Source: an optimization exercise on an open RTL-to-GDS flow (aim: small area, a short achievable clock period and few clock cycles per item). Production flows keep margins and buffers that such runs may drop. RTL that was checked went through simulation tests only; none was proved equivalent to the original.

==> tundra <==
==> flow/design.v (excerpt) <==
module mult(
  input  reset,
  input  clk,
  input  [31:0] a_in,
  input  [31:0] b_in,
  input  start,
  output logic [63:0] product,
  output logic done);
  logic p1, m, g;
  logic [63:0] s_reg, c_reg;
  logic [11:0] b_reg;                   
  logic [5:0] eone, etwo, eneg;         
  logic [5:0] none, ntwo, nneg;
  logic [5:0] ng, ns;
  logic [63:0] accs, accc;
  always_ff @(posedge clk, negedge reset)
    if (~reset) begin
      p1 <= 1'b0;
      m  <= 1'b0;
      g  <= 1'b0;
    end else begin
      p1 <= start & ~g;
      m  <= (start & ~g) | p1;
      g  <= (start & ~g) | m;
    end
  assign done = g & ~m;
  genvar j;
  always_ff @(posedge clk)
    b_reg <= b_in[11:0];
  logic [12:0] nf;
  assign nf = p1 ? {b_reg, 1'b0} : b_in[23:11];
  generate
    for (j = 0; j < 6; j = j + 1) begin : g_enc
      assign none[j] = nf[2*j+1] ^ nf[2*j];
      assign ntwo[j] = (nf[2*j+2] & ~nf[2*j+1] & ~nf[2*j]) | (~nf[2*j+2] & nf[2*j+1] & nf[2*j]);
      assign nneg[j] = nf[2*j+2];
    end
  endgenerate
  always_ff @(posedge clk) begin
    if ((start & ~g) | p1) begin
      eone <= none;
      etwo <= ntwo;
      eneg <= nneg;
    end else begin
      eone <= 6'b0;
      etwo <= 6'b0;
      eneg <= 6'b0;
    end
  end
  logic [8:0] sf;
  assign sf = b_in[31:23];
  logic [32:0] pp0;
  logic [1:0] one0, two0, neg0;
  logic [32:0] pp1;
  logic [1:0] one1, two1, neg1;
  logic [32:0] pp2;
  logic [1:0] one2, two2, neg2;
  logic [32:0] pp3;
  logic [1:0] one3, two3, neg3;
  logic [32:0] pp4;
  logic [1:0] one4, two4, neg4;
  logic [32:0] pp5;
  logic [1:0] one5, two5, neg5;
  mult_benc u_benc0_0 (.x2(sf[2]), .x1(sf[1]), .x0(sf[0]), .e1(eone[0]), .e2(etwo[0]), .en(eneg[0]), .s(start), .one(one0[0]), .two(two0[0]), .neg(neg0[0]));
  mult_benc u_benc0_1 (.x2(sf[2]), .x1(sf[1]), .x0(sf[0]), .e1(eone[0]), .e2(etwo[0]), .en(eneg[0]), .s(start), .one(one0[1]), .two(two0[1]), .neg(neg0[1]));
  assign ng[0] = neg0[0];
  assign ns[0] = ~neg0[1];
  mult_benc u_benc1_0 (.x2(sf[4]), .x1(sf[3]), .x0(sf[2]), .e1(eone[1]), .e2(etwo[1]), .en(eneg[1]), .s(start), .one(one1[0]), .two(two1[0]), .neg(neg1[0]));
  mult_benc u_benc1_1 (.x2(sf[4]), .x1(sf[3]), .x0(sf[2]), .e1(eone[1]), .e2(etwo[1]), .en(eneg[1]), .s(start), .one(one1[1]), .two(two1[1]), .neg(neg1[1]));
  ...
==> flow/config.mk <==
export PLATFORM = sky130hd
export DESIGN_NAME = mult
export DESIGN_NICKNAME = mult
export VERILOG_FILES = /design/flow/design.v
export SDC_FILE = /design/flow/constraint.sdc
export NUM_CORES = 4
export LEC_CHECK = 0
export CAP_MARGIN = 20
export CORE_MARGIN = 2
export CORE_UTILIZATION = 60
export GPL_TIMING_DRIVEN = 0
export PLACE_DENSITY = 0.75
export SETUP_SLACK_MARGIN = 0.1
export SLEW_MARGIN = 20
export SYNTH_HIERARCHICAL = 1
==> flow/constraint.sdc <==
create_clock -name core_clock -period 3.5 [get_ports {clk}]
set_input_delay 0.7000 -clock core_clock [delete_from_list [all_inputs] [get_ports {clk}]]
set_output_delay 0.7000 -clock core_clock [all_outputs]
set_load 0.01 [all_outputs]
standard.sh (not shown) runs the stock make flow with config.mk's settings and CLKGATE_MAP_FILE= SYNTH_SCRIPT=/design/flow/synth_recipe.tcl, a recipe that flattens the netlist after the stock synthesis.
==> flow/flow/run.sh <==
#!/bin/bash
set -euo pipefail
export BUFFER_PORTS_ARGS="-buffer_cell sky130_fd_sc_hd__buf_2"
bash standard.sh > standard_flow.log 2>&1
==> pepper: changes against tundra <==
Settings changed: SETUP_SLACK_MARGIN 0.1 to 0.05.
==> summary.txt <==
pepper reached the layout checks and failed them: setup timing. tundra finished clean. First-iteration DRC count: pepper is larger than tundra (2.0%). Against tundra, the sequential share of layout area of pepper is higher by 0.29 points. Of pepper and tundra, pepper has the higher clock skew (gap 1.8 ps). In critical path depth, tundra and pepper do not differ. Flip-flop and latch count is the same in tundra and pepper. Of pepper and tundra, tundra has the higher maximum frequency (gap 2.2%, measured against tundra).
==> figures <==
Final Util: pepper 0.715; tundra 0.727
Seq/total area: pepper 0.164; tundra 0.161
Relative slew margins: pepper 0.558; tundra 0.598
Number of filler instances in the final layout: pepper 2133; tundra 2061
Signal buffers: pepper 274; tundra 288
Wire length per cell after detailed routing: pepper 21.0 um; tundra 21.3 um
Outcome: pepper complete, but fails checks; tundra complete, no violations
Violated checks: pepper setup timing; tundra -
Setup slack of the worst register-to-register path: pepper 50 ps; tundra 150 ps
Min Clock Period, post-route: pepper 3510 ps; tundra 3430 ps
Final WS setup: pepper -8.27 ps; tundra 70.5 ps
Met2 wire length: pepper 24800 um; tundra 25700 um
Post-Place Worst Slack: pepper -1090 ps; tundra -1130 ps
Wire length on met1: pepper 18500 um; tundra 19100 um
Worst flop-to-flop path startpoint: pepper etwo[4]; tundra eneg[5]
Function was not checked in any run of this note: the RTL went through the layout flow alone.

==> run M <==
Another version of the RTL of mult (not shown whole).
clock: 3.5 ns
lec_check: 0
cap_margin: 20
core_margin: 2
core_utilization: 60
gpl_timing_driven: 0
place_density: 0.75
slew_margin: 20
synth_hierarchical: 1
==> flow/flow/run.sh <==
#!/bin/bash
set -euo pipefail
export BUFFER_PORTS_ARGS="-buffer_cell sky130_fd_sc_hd__buf_4"
bash standard.sh > standard_flow.log 2>&1
==> run D: changes against run M <==
--- a/flow/design.v
+++ b/flow/design.v
@@ -1,21 +1,21 @@
 module mult_benc(input x2, input x1, input x0, input e1, input e2, input en,
-                 input s, output one, output two, output neg);
+                 input g, output one, output two, output neg);
   logic b1, b2;
   mult_enc u_enc (.x2(x2), .x1(x1), .x0(x0), .one(b1), .two(b2));
-  mult_ao u_a1 (.s(s), .x(b1), .e(e1), .y(one));
-  mult_ao u_a2 (.s(s), .x(b2), .e(e2), .y(two));
-  mult_ao u_a3 (.s(s), .x(x2), .e(en), .y(neg));
+  mult_mux u_m1 (.s(g), .a(b1), .b(e1), .y(one));
+  mult_mux u_m2 (.s(g), .a(b2), .b(e2), .y(two));
+  mult_mux u_m3 (.s(g), .a(x2), .b(en), .y(neg));
 endmodule
 module mult_enc(input x2, input x1, input x0, output one, output two);
   assign one = x1 ^ x0;
   assign two = (x2 & ~x1 & ~x0) | (~x2 & x1 & x0);
 endmodule
-module mult_ao(input s, input x, input e, output y);
-  assign y = e | (s & x);
+module mult_mux(input s, input a, input b, output y);
+  assign y = s ? b : a;
 endmodule
 module mult_fa(input a, input b, input c, output s, output co);
   assign s  = a ^ b ^ c;
   assign co = (a & b) | (a & c) | (b & c);
 endmodule
 module mult_fx(input a, input b, input c, output s, output co);
   logic t;
@@ -61,46 +61,54 @@
   input  reset,
   input  clk,
   input  [31:0] a_in,
   input  [31:0] b_in,
   input  start,
   output logic [63:0] product,
   output logic done);
-  logic p1, m, g;
+  logic p1, m;
+  logic [8:0] g;
   logic [63:0] s_reg, c_reg;
   logic [11:0] b_reg;                   
   logic [5:0] eone, etwo, eneg;         
   logic [5:0] none, ntwo, nneg;
   logic [5:0] ng, ns;
   logic [63:0] accs, accc;
   always_ff @(posedge clk, negedge reset)
     if (~reset) begin
       p1 <= 1'b0;
       m  <= 1'b0;
-      g  <= 1'b0;
     end else begin
-      p1 <= start & ~g;
-      m  <= (start & ~g) | p1;
-      g  <= (start & ~g) | m;
+      p1 <= start & ~g[8];
+      m  <= (start & ~g[8]) | p1;
     end
-  assign done = g & ~m;
   genvar j;
+  generate
+    for (j = 0; j <= 8; j = j + 1) begin : g_g
+      always_ff @(posedge clk, negedge reset)
+        if (~reset)
+          g[j] <= 1'b0;
+        else
+          g[j] <= (start & ~g[j]) | m;
+    end
+  endgenerate
+  assign done = g[8] & ~m;
   always_ff @(posedge clk)
     b_reg <= b_in[11:0];
   logic [12:0] nf;
   assign nf = p1 ? {b_reg, 1'b0} : b_in[23:11];
   generate
     for (j = 0; j < 6; j = j + 1) begin : g_enc
       assign none[j] = nf[2*j+1] ^ nf[2*j];
       assign ntwo[j] = (nf[2*j+2] & ~nf[2*j+1] & ~nf[2*j]) | (~nf[2*j+2] & nf[2*j+1] & nf[2*j]);
       assign nneg[j] = nf[2*j+2];
     end
   endgenerate
   always_ff @(posedge clk) begin
-    if ((start & ~g) | p1) begin
+    if ((start & ~g[8]) | p1) begin
       eone <= none;
       etwo <= ntwo;
       eneg <= nneg;
     end else begin
       eone <= 6'b0;
       etwo <= 6'b0;
       eneg <= 6'b0;
@@ -116,28 +124,28 @@
   logic [1:0] one2, two2, neg2;
   logic [32:0] pp3;
   logic [1:0] one3, two3, neg3;
   logic [32:0] pp4;
   logic [1:0] one4, two4, neg4;
   logic [32:0] pp5;
   logic [1:0] one5, two5, neg5;
-  mult_benc u_benc0_0 (.x2(sf[2]), .x1(sf[1]), .x0(sf[0]), .e1(eone[0]), .e2(etwo[0]), .en(eneg[0]), .s(start), .one(one0[0]), .two(two0[0]), .neg(neg0[0]));
-  mult_benc u_benc0_1 (.x2(sf[2]), .x1(sf[1]), .x0(sf[0]), .e1(eone[0]), .e2(etwo[0]), .en(eneg[0]), .s(start), .one(one0[1]), .two(two0[1]), .neg(neg0[1]));
+  mult_benc u_benc0_0 (.x2(sf[2]), .x1(sf[1]), .x0(sf[0]), .e1(eone[0]), .e2(etwo[0]), .en(eneg[0]), .g(g[8]), .one(one0[0]), .two(two0[0]), .neg(neg0[0]));
+  mult_benc u_benc0_1 (.x2(sf[2]), .x1(sf[1]), .x0(sf[0]), .e1(eone[0]), .e2(etwo[0]), .en(eneg[0]), .g(g[8]), .one(one0[1]), .two(two0[1]), .neg(neg0[1]));
   assign ng[0] = neg0[0];
   assign ns[0] = ~neg0[1];
-  mult_benc u_benc1_0 (.x2(sf[4]), .x1(sf[3]), .x0(sf[2]), .e1(eone[1]), .e2(etwo[1]), .en(eneg[1]), .s(start), .one(one1[0]), .two(two1[0]), .neg(neg1[0]));
-  mult_benc u_benc1_1 (.x2(sf[4]), .x1(sf[3]), .x0(sf[2]), .e1(eone[1]), .e2(etwo[1]), .en(eneg[1]), .s(start), .one(one1[1]), .two(two1[1]), .neg(neg1[1]));
+  mult_benc u_benc1_0 (.x2(sf[4]), .x1(sf[3]), .x0(sf[2]), .e1(eone[1]), .e2(etwo[1]), .en(eneg[1]), .g(g[8]), .one(one1[0]), .two(two1[0]), .neg(neg1[0]));
+  mult_benc u_benc1_1 (.x2(sf[4]), .x1(sf[3]), .x0(sf[2]), .e1(eone[1]), .e2(etwo[1]), .en(eneg[1]), .g(g[8]), .one(one1[1]), .two(two1[1]), .neg(neg1[1]));
   assign ng[1] = neg1[0];
   assign ns[1] = ~neg1[1];
-  mult_benc u_benc2_0 (.x2(sf[6]), .x1(sf[5]), .x0(sf[4]), .e1(eone[2]), .e2(etwo[2]), .en(eneg[2]), .s(start), .one(one2[0]), .two(two2[0]), .neg(neg2[0]));
-  mult_benc u_benc2_1 (.x2(sf[6]), .x1(sf[5]), .x0(sf[4]), .e1(eone[2]), .e2(etwo[2]), .en(eneg[2]), .s(start), .one(one2[1]), .two(two2[1]), .neg(neg2[1]));
+  mult_benc u_benc2_0 (.x2(sf[6]), .x1(sf[5]), .x0(sf[4]), .e1(eone[2]), .e2(etwo[2]), .en(eneg[2]), .g(g[8]), .one(one2[0]), .two(two2[0]), .neg(neg2[0]));
+  mult_benc u_benc2_1 (.x2(sf[6]), .x1(sf[5]), .x0(sf[4]), .e1(eone[2]), .e2(etwo[2]), .en(eneg[2]), .g(g[8]), .one(one2[1]), .two(two2[1]), .neg(neg2[1]));
   assign ng[2] = neg2[0];
   assign ns[2] = ~neg2[1];
-  mult_benc u_benc3_0 (.x2(sf[8]), .x1(sf[7]), .x0(sf[6]), .e1(eone[3]), .e2(etwo[3]), .en(eneg[3]), .s(start), .one(one3[0]), .two(two3[0]), .neg(neg3[0]));
-  mult_benc u_benc3_1 (.x2(sf[8]), .x1(sf[7]), .x0(sf[6]), .e1(eone[3]), .e2(etwo[3]), .en(eneg[3]), .s(start), .one(one3[1]), .two(two3[1]), .neg(neg3[1]));
+  mult_benc u_benc3_0 (.x2(sf[8]), .x1(sf[7]), .x0(sf[6]), .e1(eone[3]), .e2(etwo[3]), .en(eneg[3]), .g(g[8]), .one(one3[0]), .two(two3[0]), .neg(neg3[0]));
+  mult_benc u_benc3_1 (.x2(sf[8]), .x1(sf[7]), .x0(sf[6]), .e1(eone[3]), .e2(etwo[3]), .en(eneg[3]), .g(g[8]), .one(one3[1]), .two(two3[1]), .neg(neg3[1]));
   assign ng[3] = neg3[0];
   assign ns[3] = ~neg3[1];
   assign one4[0] = eone[4];
   assign two4[0] = etwo[4];
   assign neg4[0] = eneg[4];
   assign one4[1] = eone[4];
   assign two4[1] = etwo[4];
@@ -166,16 +174,30 @@
   assign pp5[32:17] = (({1'b0, a_in[31:17]} & {16{one5[1]}}) | ({a_in[31:16]} & {16{two5[1]}})) ^ {16{neg5[1]}};
   logic [63:0] sh_s, sh_c, init_s;
   assign sh_s = {s_reg[51:0], 12'b0};
   assign sh_c = {c_reg[51:0], 12'b0};
   assign init_s = 64'h0000005555555600;
   logic [63:0] c_init;
   assign c_init = {24'b0, a_in & {32{b_in[31]}}, 8'b0};
-  assign accs = start ? init_s : sh_s;
-  assign accc = start ? c_init : sh_c;
+  assign accs[14:0] = g[0] ? sh_s[14:0] : init_s[14:0];
+  assign accc[14:0] = g[0] ? sh_c[14:0] : c_init[14:0];
+  assign accs[21:15] = g[1] ? sh_s[21:15] : init_s[21:15];
+  assign accc[21:15] = g[1] ? sh_c[21:15] : c_init[21:15];
+  assign accs[28:22] = g[2] ? sh_s[28:22] : init_s[28:22];
+  assign accc[28:22] = g[2] ? sh_c[28:22] : c_init[28:22];
+  assign accs[35:29] = g[3] ? sh_s[35:29] : init_s[35:29];
+  assign accc[35:29] = g[3] ? sh_c[35:29] : c_init[35:29];
+  assign accs[42:36] = g[4] ? sh_s[42:36] : init_s[42:36];
+  assign accc[42:36] = g[4] ? sh_c[42:36] : c_init[42:36];
+  assign accs[49:43] = g[5] ? sh_s[49:43] : init_s[49:43];
+  assign accc[49:43] = g[5] ? sh_c[49:43] : c_init[49:43];
+  assign accs[56:50] = g[6] ? sh_s[56:50] : init_s[56:50];
+  assign accc[56:50] = g[6] ? sh_c[56:50] : c_init[56:50];
+  assign accs[63:57] = g[7] ? sh_s[63:57] : init_s[63:57];
+  assign accc[63:57] = g[7] ? sh_c[63:57] : c_init[63:57];
   logic t1, t2;
   logic t3, t4;
   logic t5, t6;
   logic t7, t8;
   logic t9, t10;
   logic t11, t12;
   logic t13, t14;
==> comparison table <==
quantity	run D	run M
Status	no timing/DRC/antenna violations	finished with violations
Reasons for failing layout checks	-	setup timing
Global routing usage on met2	59.2%	57.5%
Endpoint of the worst setup timing path	product[47]	product[35]
Post-synthesis net count	2148	2169
Met2 routed WL	26300 µm	25400 µm
FF+latch area	3450 µm²	3230 µm²
Layout sequential cell count	168	160
Largest stage delay on the critical path	400 ps	340 ps
Area of the multi-input gates	14500 µm²	14300 µm²
Count of vias placed by the detailed router	15000	15000
Clock latency at the later pin of the worst-skew pair	460 ps	450 ps
Number of cell instances on the worst register-to-register path	10	11
Post-cts resize count	76	82
Antenna violations before repair	0	2
Plain + repair buffers	267	298
Bufs and invs on worst path	6	4
Routed length on met3	2720 µm	2920 µm
Net count of the finished layout	2326	2370
Cell with the largest stage delay on the worst path	sky130_fd_sc_hd__dfxtp_1	sky130_fd_sc_hd__dfxtp_2
Mean instance size in the synthesized netlist	9.36 µm²	9.07 µm²
Iteration-0 DRC count of the detailed router	919	981
Final Core Density	71.6%	73.2%
Testbench counts of run D, summed over its fixed seeds: cycles 9,600, items 2,400.
Only the layout flow was run in run M; the RTL was not checked for function there.

port drivers added, routing unchanged:
How much do the figures lean on ideal ports? The routed layouts below were timed once more, with nothing changed but the port constraints. Step 1 sets driving cells, clkbuf_16 on the clock port and buf_2 on the other inputs (assumed; they add their load-dependent delay and slew). Step 2 adds t to the input delays and takes it off the output delays; t is the mean of the earliest and latest rising clock arrival at the registers after step 1. Input paths then give back, and output paths get back, about the clock's delay inside the block. Three values: ideal ports, drivers, drivers and shift; two values: the first two.
run	t (ns)	setup slack, ns	hold WS [ns]	latest minus earliest clock arrival (ns)
tundra	0.505	0.071 / 0.018 / -0.367	0.031 / 0.001 / 0.474	0.016 / 0.016
pepper	0.497	-0.008 / -0.061 / -0.381	0.028 / -0.004 / 0.440	0.020 / 0.021
run M	0.492	-0.019 / -0.074 / -0.428	0.039 / 0.011 / 0.472	0.023 / 0.023
run D	0.506	0.045 / -0.010 / -0.403	0.081 / 0.056 / 0.438	0.016 / 0.016
With both steps, setup timing fails in tundra and run D, where it was met with ideal ports. For run D, which loses most, drivers alone change the setup slack by -0.055 ns; drivers and shift together by -0.448 ns.
